This design comes from an exercise in tuning for small area, a short achievable clock period and few clock cycles per item on the open sky130 flow, not from production work. Only simulation tests tie the RTL to the original design; equivalence was not proved. Power figures rest on the tool's default switching activity, not on a simulated workload.

--- design.v ---
module sort_pipe #(
parameter DATA_WIDTH='d8
)(
input                         clk,
input                         rst_n,
input                         client_val,
input [(8*DATA_WIDTH)-1:0]    client_data,
output reg                    client_rdy,
input                         sort_rdy,
output reg                    sort_val,
output reg [8*DATA_WIDTH-1:0] sort_data
);
localparam W = DATA_WIDTH;
function gt8(input [7:0] a, input [7:0] b);
   reg [7:0] g1, l1;
   reg [3:0] g2, l2;
   reg [1:0] g3, l3;
   integer n;
   begin
      g1 = a & ~b;
      l1 = ~a & b;
      for (n = 0; n < 4; n = n + 1) begin
         g2[n] = g1[2*n+1] | (~l1[2*n+1] & g1[2*n]);
         l2[n] = l1[2*n+1] | (~g1[2*n+1] & l1[2*n]);
      end
      for (n = 0; n < 2; n = n + 1) begin
         g3[n] = g2[2*n+1] | (~l2[2*n+1] & g2[2*n]);
         l3[n] = l2[2*n+1] | (~g2[2*n+1] & l2[2*n]);
      end
      gt8 = g3[1] | (~l3[1] & g3[0]);
   end
endfunction
function [7:1] therm7(input [6:0] v);
   reg [6:0] s;
   reg       lo;
   begin
      s = v;
      lo = s[0] & s[6]; s[6] = s[0] | s[6]; s[0] = lo;
      lo = s[2] & s[3]; s[3] = s[2] | s[3]; s[2] = lo;
      lo = s[4] & s[5]; s[5] = s[4] | s[5]; s[4] = lo;
      lo = s[0] & s[2]; s[2] = s[0] | s[2]; s[0] = lo;
      lo = s[1] & s[4]; s[4] = s[1] | s[4]; s[1] = lo;
      lo = s[3] & s[6]; s[6] = s[3] | s[6]; s[3] = lo;
      lo = s[0] & s[1]; s[1] = s[0] | s[1]; s[0] = lo;
      lo = s[2] & s[5]; s[5] = s[2] | s[5]; s[2] = lo;
      lo = s[3] & s[4]; s[4] = s[3] | s[4]; s[3] = lo;
      lo = s[1] & s[2]; s[2] = s[1] | s[2]; s[1] = lo;
      lo = s[4] & s[6]; s[6] = s[4] | s[6]; s[4] = lo;
      lo = s[2] & s[3]; s[3] = s[2] | s[3]; s[2] = lo;
      lo = s[4] & s[5]; s[5] = s[4] | s[5]; s[4] = lo;
      lo = s[1] & s[2]; s[2] = s[1] | s[2]; s[1] = lo;
      lo = s[3] & s[4]; s[4] = s[3] | s[4]; s[3] = lo;
      lo = s[5] & s[6]; s[6] = s[5] | s[6]; s[5] = lo;
      therm7 = {s[0], s[1], s[2], s[3], s[4], s[5], s[6]};
   end
endfunction
function [2:0] cnt7(input [6:0] v);
   reg [7:1] t;
   begin
      t = therm7(v);
      cnt7[2] = t[4];
      cnt7[1] = (t[2] & ~t[4]) | t[6];
      cnt7[0] = ((v[0] ^ v[1]) ^ (v[2] ^ v[4])) ^ ((v[3] ^ v[5]) ^ v[6]);
   end
endfunction
integer i, j, k, n;
reg [2:0] vld;
wire adv = ~vld[2] | sort_rdy;
always @(posedge clk or negedge rst_n) begin
   if (~rst_n) vld <= 3'b0;
   else if (adv) vld <= {vld[1:0], client_val};
end
always @(*) begin
   sort_val   = vld[2];
   client_rdy = adv;
end
reg [63:0] gi;
always @(*) begin
   gi = 64'd0;
   for (i = 0; i < 8; i = i + 1)
      for (j = i + 1; j < 8; j = j + 1)
         gi[8*i+j] = gt8(client_data[W*i +: W], client_data[W*j +: W]);
end
reg [8*W-1:0] x1, x2;
reg [63:0]    g;
reg [23:0]    r;
reg [6:0]  brank1;
reg [23:0] rank1;
always @(*)
   for (i = 0; i < 8; i = i + 1) begin
      n = 0;
      brank1 = 7'd0;
      for (j = 0; j < 8; j = j + 1)
         if (j != i) begin
            brank1[n] = (j > i) ? g[8*i+j] : ~g[8*j+i];
            n = n + 1;
         end
      rank1[3*i +: 3] = cnt7(brank1);
   end
reg [8*W-1:0] srt;
reg [W-1:0]   o;
always @(*)
   for (k = 0; k < 8; k = k + 1) begin
      o = {W{1'b0}};
      for (i = 0; i < 8; i = i + 1)
         o = o | (x2[W*i +: W] & {W{r[3*i +: 3] == k}});
      srt[W*(7-k) +: W] = o;
   end
always @(posedge clk)
   if (adv) begin
      x1        <= client_data;
      g         <= gi;
      x2        <= x1;
      r         <= rank1;
      sort_data <= srt;
   end
endmodule
--- run.sh ---
#!/bin/bash
# synth_recipe.tcl (not shown) runs the flow's synth.tcl, then flattens the netlist and writes it again
# the make line also repeats each setting of config.mk as NAME=value (left out here)
make -C /OpenROAD-flow-scripts/flow DESIGN_CONFIG=/design/flow/config.mk WORK_HOME=/design/flow/orfs CLKGATE_MAP_FILE= SYNTH_SCRIPT=/design/flow/synth_recipe.tcl finish
--- config.mk ---
export PLATFORM = sky130hd
export DESIGN_NAME = sort_pipe
export DESIGN_NICKNAME = sort_pipe
export VERILOG_FILES = /design/flow/design.v
export SDC_FILE = /design/flow/constraint.sdc
export NUM_CORES = 4
export LEC_CHECK = 0
export ABC_AREA = 1
export CAP_MARGIN = 20
export CORE_MARGIN = 2
export CORE_UTILIZATION = 60
export PLACE_DENSITY = 0.75
export SETUP_SLACK_MARGIN = 1.3
export SLEW_MARGIN = 20
--- constraint.sdc ---
create_clock -name core_clock -period 3.0 [get_ports {clk}]
set_input_delay 0.6000 -clock core_clock [delete_from_list [all_inputs] [get_ports {clk}]]
set_output_delay 0.6000 -clock core_clock [all_outputs]
set_load 0.01 [all_outputs]
==> results of run 1 <==
per-stage QoR:
step,cells,utilization
CTS,2707,0.693
floorplan,2223,-
finish,2789,0.734
global route,2787,0.734
detailed placement,2650,0.669
global placement,2650,0.669
cells by family (layout without fill, tap and decap cells):
logic type | count (synthesis) | in the layout | synth area share
buf+inv | 308 | 531 | 0.0731
other cells | 0 | 2 | 0
flops | 247 | 247 | 0.458
xor+xnor | 43 | 43 | 0.0233
simple gates | 1235 | 1235 | 0.310
mux | 1 | 1 | 0.000696
compound gates | 389 | 389 | 0.135
synthesized netlist by cell type, types with 3 or more instances:
library cell,instances
nand4_1,9
clkinv_1,11
nand3b_1,10
nor2_1,291
clkbuf_1,60
o22ai_1,160
dfrtp_1,3
nand3_1,152
a21oi_1,84
o211a_1,3
nor3_2,17
inv_2,4
buf_2,15
o211ai_1,8
nor3_1,14
o21ai_0,133
xor2_1,15
edfxtp_1,244
inv_1,217
nand2_1,741
xnor2_1,28
final cells by class:
type                    instances  area [um^2]  share of cell area
multi-input cells            1668         7920               0.403
repair buffers                252         2160               0.110
clock inverters                19          151             0.00772
well taps                     341          427              0.0217
inverters                     232          922              0.0470
flip-flops and latches        247         7400               0.377
clock buffers                  26          629              0.0321
repair inverters                2         10.0            0.000510
diodes                          2         5.00            0.000255
worst reg2reg max path, cell delays in order (launching register included):
cell and delay, ns:
edfxtp_1 0.56, inv_2 0.15, nand2_4 0.18, clkinvlp_4 0.24
a21oi_1 0.27, nand2_1 0.23
registers in the layout, summed over array words and instances (netlist names):
register,count
vld,3
x1,64
g,28
sort_data,64
x2,64
r,24
routing by layer:
| metal | vias up | track usage | wire, um |
|---|---|---|---|
| li1 | 7879 | - | - |
| met1 | 8161 | 0.553 | 21400 |
| met2 | 2047 | 0.717 | 29500 |
| met3 | 752 | 0.106 | 10700 |
| met4 | 0 | 0.321 | 7980 |
| met5 | - | 0 | 0 |
report_power, final:
group	total (W)	leakage, nW	internal (W)	switching, W
combinational	0.00832	6.11	0.00272	0.00560
clock	0.00307	0.379	0.00170	0.00137
sequential	0.00631	2.51	0.00529	0.00101
total	0.0177	9.00	0.00971	0.00798
final timing paths:
path / startpoint / depth (start not counted) / slack, ns / endpoint
worst max-delay path: r[2] / 5 / 1.05 / sort_data[62]
worst min-delay path: rst_n / 1 / 0.25 / vld[2]
worst max register to register: r[2] / 5 / 1.05 / sort_data[62]
worst min register to register: x1[5] / 0 / 0.41 / x2[5]
max in group asynchronous: rst_n / 1 / 2.59 / vld[2]
min in group core_clock: x1[5] / 0 / 0.41 / x2[5]
timing repair:
action,CTS,global route
resized for setup,328,94
buffers inserted,10,79
endpoints found under the setup margin,274,97
endpoints found under the hold margin,0,0
pin swaps,0,19
cloned,2,1
==> impl_metrics.csv, run 1 <==
group,metric,value,unit
yosys,synth_area,0.0162,mm^2
routing,postRouteAntennaNets,0,
critical_path,arrival,2.18,ns
sta,slew_headroom,0.506,
clock_network,cts_buffers,25,
critical_path,start_kind,"flip-flop",
sta,setup_viol,0,
placed_design,finalWeightedCongestion,1.02,
yosys,yosysSeqAreaShare,0.458,
routing,drtIter0Drc,4567,
routing,vias,18800,
routing,drt_wl_total,69.6,mm
yosys,ys_ff_latch,247,
critical_path,path_delay_family,"flip-flops",
critical_path,crit_path_max_fanout,5,
routing,routed_via_density,6.75,
global_routing,grt.overflow.total,0,
sta,period_needed,1.95,ns
sta,whs,0.254,ns
placed_design,pre_cts_ws,0.459,ns
yosys,syn_inst,2223,
placed_design,dp_hpwl,45.9,mm
global_routing,first_global_vias,16500,
critical_path,end_kind,"flip-flop",
critical_path,path_cells,"inv_2, nand2_4, clkinvlp_4, a21oi_1, nand2_1",
final_layout,final_common_cell,"nand2_1",
sta,rsz0062_at_grt,"true",
critical_path,crit_type,"flip-flop to flip-flop",
sta,hold_viol_final,0,
clock_network,clock_latency,0.55,ns
sta,final_max_slew_viol_count,0,
yosys,synthTopCellsByArea,"edfxtp_1 (45%), nand2_1 (17%), nor2_1 (6.8%)",
yosys,synthesis.nets,2291,
final_layout,fin_nets,2496,
final_layout,layout_common_cells,"nand2_1 (726), nor2_1 (288), edfxtp_1 (244)",
power_and_ir_drop,vdd_ir_drop_max,0.447,mV
clock_network,htree_levels,1,
floorplanning,fp.dieArea,0.0283,mm^2
power_and_ir_drop,power.total,0.0177,W
floorplanning,die_y,168,um
run,max_cap_viol_count,0,
global_routing,grt_util_all_layers,0.454,
yosys,synth_edf_count,244,
clock_network,hold_buffers,0,
floorplanning,coreArea,0.0267,mm^2
floorplanning,start_util,0.605,
run_status,outcome,"no timing/DRC/antenna violations",
final_layout,syn2layout_area_growth,21.4,%
yosys,synth-main-ff-cell,"edfxtp_1",
floorplanning,io_pins,134,
final_layout,postLayoutCellArea,0.0196,mm^2
sta,fin_tns_setup,0,ns
placed_design,placedInstanceArea,0.0179,mm^2
yosys,yosysUniqueCellTypes,25,
critical_path,slowest_stage,"edfxtp_1",
floorplanning,dieWidth,168,um
placed_design,portBuffers,133,
clock_network,clock-sinks,247,
sta,fin_ws,1.05,ns
final_layout,nFillCells,1880,
clock_network,clockRootBuffer,"clkbuf_16",
power_and_ir_drop,power.leakage,9.00,nW
yosys,async_reset_ff_frac,0.0121,
clock_network,cts_tree,"yes",
routing,firstDrtPassIters,17,
yosys,synth_top_cell_area_share,0.453,
sta,period_share,0.650,
sta,worst_pin_slew,0.741,ns
floorplanning,rows,60,
global_routing,grt_max_degree,68,
clock_network,path_clk_slew,0.07,ns
routing,drc,0,
sta,fmax,0.513,GHz
sta,clock_skew,0.0270,ns
final_layout,drive_above_1_share,0.137,
global_routing,grt_pass1_wl,97.3,mm
power_and_ir_drop,power.density,902,mW/mm^2
critical_path,cpPeakStageDelay,0.56,ns
yosys,yosys.area.top_type,"edfxtp_1",
yosys,ys_warn_count,1,
global_routing,antenna_found_initial,0,
critical_path,critical_path_buf_inv_count,2,
routing,post_drt_wl_per_cell,25.0,um
clock_network,cts_buffer_depth,3,
yosys,syn_avg_cell_area,7.27,um^2
min_path,min_path_type,"primary input to asynchronous set/reset pin",
critical_path,worstPathRequired,3.23,ns
Testbench counts, summed over its fixed seeds: cycles 16,024, items 16,000.
==> run 2: changes to the inputs <==
==> flow/run.sh (new file) <==
#!/bin/bash
# The standard layout, with two changes: the ports get plain buf_1 buffers
# (not the default delay buffers), and timing repair may resize a cell to any
# footprint (so those port buffers can grow where a path needs it).
set -euo pipefail
bash standard.sh MATCH_CELL_FOOTPRINT=0 "BUFFER_PORTS_ARGS=-buffer_cell sky130_fd_sc_hd__buf_1" finish > standard_flow.log 2>&1
==> standard.sh (new file) <==
#!/bin/bash
# synth_recipe.tcl (not shown) runs the flow's synth.tcl, then flattens the netlist and writes it again
# the make line also repeats each setting of config.mk as NAME=value (left out here)
make -C /OpenROAD-flow-scripts/flow DESIGN_CONFIG=/design/flow/config.mk WORK_HOME=/design/flow/orfs CLKGATE_MAP_FILE= SYNTH_SCRIPT=/design/flow/synth_recipe.tcl "${@:-finish}"
removed: run.sh
==> impl_metrics.csv, run 2 <==
group,metric,value,unit
yosys,syn_inst,2223,
clock_network,cts_tree,"yes",
critical_path,cpPeakStageDelay,0.46,ns
final_layout,syn2layout_area_growth,17.9,%
yosys,syn_avg_cell_area,7.27,um^2
power_and_ir_drop,vdd_ir_drop_max,0.498,mV
power_and_ir_drop,power.leakage,8.52,nW
placed_design,finalWeightedCongestion,1.03,
clock_network,htree_levels,1,
sta,slew_headroom,0.491,
routing,vias,18200,
floorplanning,coreArea,0.0267,mm^2
clock_network,path_clk_slew,0.06,ns
global_routing,grt_pass1_wl,94.4,mm
clock_network,cts_buffer_depth,3,
floorplanning,start_util,0.605,
critical_path,crit_type,"flip-flop to flip-flop",
global_routing,grt_util_all_layers,0.444,
yosys,synth_area,0.0162,mm^2
placed_design,portBuffers,133,
placed_design,dp_hpwl,45.7,mm
floorplanning,die_y,168,um
routing,drc,0,
yosys,yosysUniqueCellTypes,25,
yosys,yosys.area.top_type,"edfxtp_1",
sta,hold_viol_final,0,
yosys,yosysSeqAreaShare,0.458,
yosys,synthTopCellsByArea,"edfxtp_1 (45%), nand2_1 (17%), nor2_1 (6.8%)",
final_layout,top_regs,"sort_data (64), x1 (64), x2 (64)",
clock_network,cts_buffers,26,
sta,worst_pin_slew,0.764,ns
placed_design,placedInstanceArea,0.0171,mm^2
routing,drtIter0Drc,3108,
floorplanning,rows,60,
final_layout,final_common_cell,"nand2_1",
critical_path,slowest_stage,"edfxtp_1",
yosys,synth_most_common_cell,"nand2_1",
clock_network,clock-sinks,247,
sta,period_needed,1.82,ns
final_layout,fin_nets,2501,
global_routing,grt_max_degree,64,
clock_network,clock_latency,0.56,ns
final_layout,diodes,0,
routing,drt_wl_total,66.2,mm
routing,firstDrtPassIters,9,
sta,final_max_slew_viol_count,0,
yosys,ys_warn_count,1,
critical_path,critical_path_buf_inv_count,1,
critical_path,end_kind,"flip-flop",
critical_path,path_cells,"buf_4, nor2_1, nand2_1, o22ai_1, nor2_1, nand2_1",
global_routing,antenna_found_initial,1,
critical_path,start_kind,"flip-flop",
sta,fin_tns_setup,0,ns
global_routing,first_global_vias,15900,
final_layout,layout_common_cells,"nand2_1 (729), nor2_1 (289), edfxtp_1 (244)",
sta,fmax,0.551,GHz
global_routing,grt.overflow.total,0,
final_layout,nFillCells,1986,
critical_path,arrival,2.20,ns
yosys,synthesis.nets,2291,
run,max_cap_viol_count,0,
sta,period_share,0.605,
sta,setup_viol,0,
sta,rsz0062_at_grt,"true",
clock_network,clockRootBuffer,"clkbuf_16",
yosys,synth-main-ff-cell,"edfxtp_1",
critical_path,crit_path_max_fanout,8,
power_and_ir_drop,power.density,905,mW/mm^2
floorplanning,dieWidth,168,um
run_status,outcome,"no timing/DRC/antenna violations",
floorplanning,io_pins,134,
final_layout,drive_above_1_share,0.102,
final_layout,postLayoutCellArea,0.0191,mm^2
yosys,synth.cells.most_frequent,"nand2_1 (741), nor2_1 (291), edfxtp_1 (244), inv_1 (217), o22ai_1 (160)",
final_layout,multi_input_area,0.00790,mm^2
final_layout,regArea,0.00740,mm^2
yosys,async_reset_ff_frac,0.0121,
routing,routed_via_density,6.51,
routing,postRouteAntennaNets,0,
yosys,ys_ff_latch,247,
critical_path,worstPathRequired,3.39,ns
routing,post_drt_wl_per_cell,23.7,um
yosys,synth_edf_count,244,
yosys,synth_top_cell_area_share,0.453,
min_path,min_path_type,"primary input to flip-flop",
floorplanning,fp.dieArea,0.0283,mm^2
critical_path,path_delay_family,"simple AND/OR/NAND/NOR gates",
sta,clock_skew,0.0189,ns
==> run 2: routing by layer <==
| layer | routed length, um | vias to the layer above | global-route usage |
|---|---|---|---|
| li1 | - | 7863 | - |
| met1 | 22300 | 8082 | 0.563 |
| met2 | 29300 | 1764 | 0.712 |
| met3 | 8700 | 445 | 0.0651 |
| met4 | 5850 | 2 | 0.296 |
| met5 | 11 | - | 0 |
==> run 2: logic make-up after synthesis <==
family,Yosys count,share of synthesized area
buffers and inverters,308,0.0731
AND/OR/NAND/NOR,1235,0.310
AO/OA/AOI/OAI,389,0.135
multiplexers,1,0.000696
XOR/XNOR,43,0.0233
flip-flops,247,0.458
==> run 2: area by class of cell <==
class                           instances  share of cell area
Clock buffer                           29              0.0358
Sequential cell                       247               0.388
Tap cell                              341              0.0224
Inverter                              232              0.0473
Clock inverter                         14             0.00722
Multi-Input combinational cell       1670               0.414
Timing Repair Buffer                  256              0.0847
==> run 2: repair_timing <==
action | CTS | global route
endpoints found under the setup margin | 72 | 109
setup buffers | 8 | 75
gates resized for setup | 26 | 60
gates cloned | 2 | 0
pin swaps | 1 | 16
hold buffers | 1 | 0
endpoints found under the hold margin | 3 | 0
==> run 2: through the flow <==
step / total power (W) / utilization / std cells / worst slack (ns) / hold slack (ns)
finish: 0.0173 / 0.713 / 2789 / 1.18 / 0.285
global route: 0.0178 / 0.713 / 2789 / 1.15 / 0.289
CTS: 0.0159 / 0.679 / 2714 / 1.15 / 0.273
detailed placement: 0.0125 / 0.640 / 2660 / 0.845 / 0.405
global placement: 0.0124 / 0.640 / 2660 / 0.890 / 0.401
floorplan: 0.00995 / - / 2223 / 0.743 / 0.304
==> run 2: final timing paths <==
kind,startpoint,end,slack [ns],cells after the start
worst max-delay path,r[4],sort_data[61],1.18,6
worst max register to register,r[4],sort_data[61],1.18,6
worst min-delay path,client_data[1],x1[1],0.28,1
worst min register to register,x1[56],x2[56],0.42,0
max in group asynchronous,rst_n,vld[2],2.42,2
min in group asynchronous,rst_n,vld[0],0.41,2
==> run 2: power by group <==
| group | switching, W | internal [W] |
|---|---|---|
| clock network | 0.00137 | 0.00181 |
| logic | 0.00534 | 0.00249 |
| registers | 0.000955 | 0.00529 |
==> run 3: changes to the inputs <==
--- a/config.mk
+++ b/config.mk
@@ -12,3 +12,4 @@
 export PLACE_DENSITY = 0.75
 export SETUP_SLACK_MARGIN = 1.3
 export SLEW_MARGIN = 20
+export TNS_END_PERCENT = 5
==> impl_metrics.csv, run 3 <==
group,metric,value,unit
routing,routed_via_density,6.38,
global_routing,grt_pass1_wl,93.7,mm
yosys,yosysUniqueCellTypes,25,
min_path,min_path_type,"primary input to flip-flop",
final_layout,regArea,0.00740,mm^2
critical_path,path_cells,"nand3_1, inv_1, nand2_1, o21ai_0, nor2_1, nand2_1",
final_layout,fin_nets,2432,
sta,final_max_slew_viol_count,0,
final_layout,drive_above_1_share,0.0550,
clock_network,clock_latency,0.55,ns
sta,fin_tns_setup,0,ns
critical_path,worstPathRequired,3.30,ns
yosys,synthesis.nets,2291,
clock_network,htree_levels,1,
yosys,synth_most_common_cell,"nand2_1",
sta,hold_viol_final,0,
yosys,yosys.area.top_type,"edfxtp_1",
floorplanning,fp.dieArea,0.0283,mm^2
clock_network,path_clk_slew,0.06,ns
yosys,ys_warn_count,1,
critical_path,cpPeakStageDelay,0.55,ns
critical_path,cp_common_cell,"nand2_1",
floorplanning,coreArea,0.0267,mm^2
floorplanning,io_pins,134,
routing,drc,0,
routing,drtIter0Drc,2792,
routing,firstDrtPassIters,9,
placed_design,portBuffers,133,
yosys,synth.cells.most_frequent,"nand2_1 (741), nor2_1 (291), edfxtp_1 (244), inv_1 (217), o22ai_1 (160)",
yosys,synthTopCellsByArea,"edfxtp_1 (45%), nand2_1 (17%), nor2_1 (6.8%)",
final_layout,layout_common_cells,"nand2_1 (740), nor2_1 (291), edfxtp_1 (244)",
yosys,yosysSeqAreaShare,0.458,
floorplanning,dieWidth,168,um
global_routing,grt_max_degree,65,
placed_design,dp_hpwl,45.4,mm
run,max_cap_viol_count,0,
floorplanning,start_util,0.605,
clock_network,cts_buffer_depth,3,
routing,vias,17400,
global_routing,first_global_vias,16100,
routing,drt_wl_total,62.7,mm
yosys,syn_inst,2223,
clock_network,cts_tree,"yes",
critical_path,arrival,2.11,ns
final_layout,nFillCells,2214,
sta,rsz0062_at_grt,"true",
yosys,async_reset_ff_frac,0.0121,
sta,clock_skew,0.0164,ns
clock_network,clockRootBuffer,"clkbuf_16",
sta,period_needed,1.82,ns
critical_path,crit_type,"flip-flop to flip-flop",
floorplanning,die_y,168,um
power_and_ir_drop,vdd_ir_drop_max,0.503,mV
global_routing,grt_util_all_layers,0.437,
yosys,ys_ff_latch,247,
critical_path,slowest_stage,"edfxtp_1",
global_routing,antenna_found_initial,1,
floorplanning,rows,60,
clock_network,clock-sinks,247,
power_and_ir_drop,power.leakage,8.11,nW
run_status,outcome,"no timing/DRC/antenna violations",
sta,worst_pin_slew,0.775,ns
yosys,syn_avg_cell_area,7.27,um^2
final_layout,final_util,0.682,
sta,period_share,0.606,
sta,setup_viol,0,
sta,fmax,0.550,GHz
yosys,synth_area,0.0162,mm^2
yosys,synth_top_cell_area_share,0.453,
final_layout,multi_input_area,0.00774,mm^2
yosys,synth-main-ff-cell,"edfxtp_1",
routing,postRouteAntennaNets,0,
clock_network,cts_buffers,25,
final_layout,syn2layout_area_growth,12.7,%
critical_path,crit_path_max_fanout,8,
final_layout,top_regs,"sort_data (64), x1 (64), x2 (64)",
sta,slew_headroom,0.484,
global_routing,grt.overflow.total,0,
critical_path,start_kind,"flip-flop",
critical_path,end_kind,"flip-flop",
routing,post_drt_wl_per_cell,23.0,um
final_layout,final_common_cell,"nand2_1",
placed_design,finalWeightedCongestion,1.02,
power_and_ir_drop,power.density,887,mW/mm^2
yosys,synth_edf_count,244,
==> run 3: cell counts after synthesis <==
Identical to the previous run, type by type.
==> run 3: layout make-up <==
cell class / instances / share of cell area
diodes: 1 / 0.000137
multi-input cells: 1670 / 0.425
inverters: 232 / 0.0480
flip-flops and latches: 247 / 0.406
clock inverters: 16 / 0.00714
repair buffers: 188 / 0.0548
clock buffers: 30 / 0.0354
well taps: 341 / 0.0234
==> run 3: report_power, final <==
| group | internal, W | leakage (nW) | switching (W) |
|---|---|---|---|
| sequential | 0.00530 | 2.51 | 0.00102 |
| combinational | 0.00201 | 5.22 | 0.00477 |
| clock | 0.00170 | 0.384 | 0.00136 |
==> run 3: kinds of logic after synthesis <==
logic type                count (synthesis)  synth area share
muxes                                     1          0.000696
buffers and inverters                   308            0.0731
DFF                                     247             0.458
AOI/OAI and AO/OA                       389             0.135
xor gates and xnor gates                 43            0.0233
and+or+nand+nor                        1235             0.310
==> run 3: routing by layer <==
metal  track usage  vias to the layer above  wire length (um)
li1              -                     7735                 -
met1         0.542                     7695             21200
met2         0.697                     1535             27900
met3        0.0679                      411              7610
met4         0.328                        2              5960
met5             0                        -                17
==> run 3: worst max-delay path: cells and delay by family (launching register included) <==
kind / cells / cell delay [ns]
buffers and inverters: 1 / 0.12
flip-flops: 1 / 0.55
AO/OA/AOI/OAI: 1 / 0.09
AND/OR/NAND/NOR: 4 / 0.82
==> run 3: what timing repair did <==
item / 4_1_cts / 5_1_grt
buffers inserted: 3 / 14
hold endpoints to repair: 3 / 0
hold buffers: 1 / 0
endpoints found under the setup margin: 174 / 146
resized for setup: 5 / 26
pin swaps: 1 / 3
gates cloned: 3 / 0
==> run 3: path summary, 6_finish.rpt <==
path | from | to | slack [ns] | depth (start not counted)
max | r[20] | sort_data[19] | 1.18 | 6
min | client_data[0] | x1[0] | 0.25 | 1
min in group asynchronous | rst_n | vld[1] | 0.39 | 2
min reg2reg | x1[28] | x2[28] | 0.42 | 0
max reg2reg | r[20] | sort_data[19] | 1.18 | 6
max in group asynchronous | rst_n | vld[2] | 2.45 | 2
==> run 3: metrics by stage <==
stage | hold slack (ns) | setup WS, ns | std cells | total power (W) | area [um^2]
final | 0.255 | 1.18 | 2725 | 0.0162 | 18200
after global routing | 0.253 | 1.13 | 2724 | 0.0168 | 18200
after floorplan | 0.304 | 0.743 | 2223 | 0.00995 | 16200
after detailed placement | 0.405 | 0.808 | 2657 | 0.0124 | 17100
after global placement | 0.402 | 0.857 | 2657 | 0.0123 | 17100
after CTS | 0.239 | 1.15 | 2710 | 0.0155 | 18000

==> afterwards: timing with drivers on the ports <==
The flow's constraints put no driver on any port. The routed layouts listed below were extracted and timed again, unchanged, in two steps. Step 1 sets driving cells, clkbuf_16 on the clock port and buf_2 on the other inputs (assumed; they add their load-dependent delay and slew). Step 2 adds t to the input delays and takes it off the output delays; t is the mean of the earliest and latest rising clock arrival at the registers after step 1. Input paths then give back, and output paths get back, about the clock's delay inside the block. Three values: no drivers, after step 1, after step 2; two values: the first two.
run	t, ns	setup WS [ns]	hold slack, ns	worst setup path after step 2
run 1	0.584	1.050 / 1.050 / 0.706	0.254 / 0.225 / 0.414	input to register
run 2	0.604	1.184 / 1.155 / 0.722	0.285 / 0.255 / 0.417	input to register
run 3	0.595	1.183 / 1.151 / 0.696	0.255 / 0.234 / 0.417	input to register
After both steps setup and hold are still met in every run listed. For run 3, which loses most, drivers alone change the setup slack by -0.032 ns; drivers and shift together by -0.487 ns.
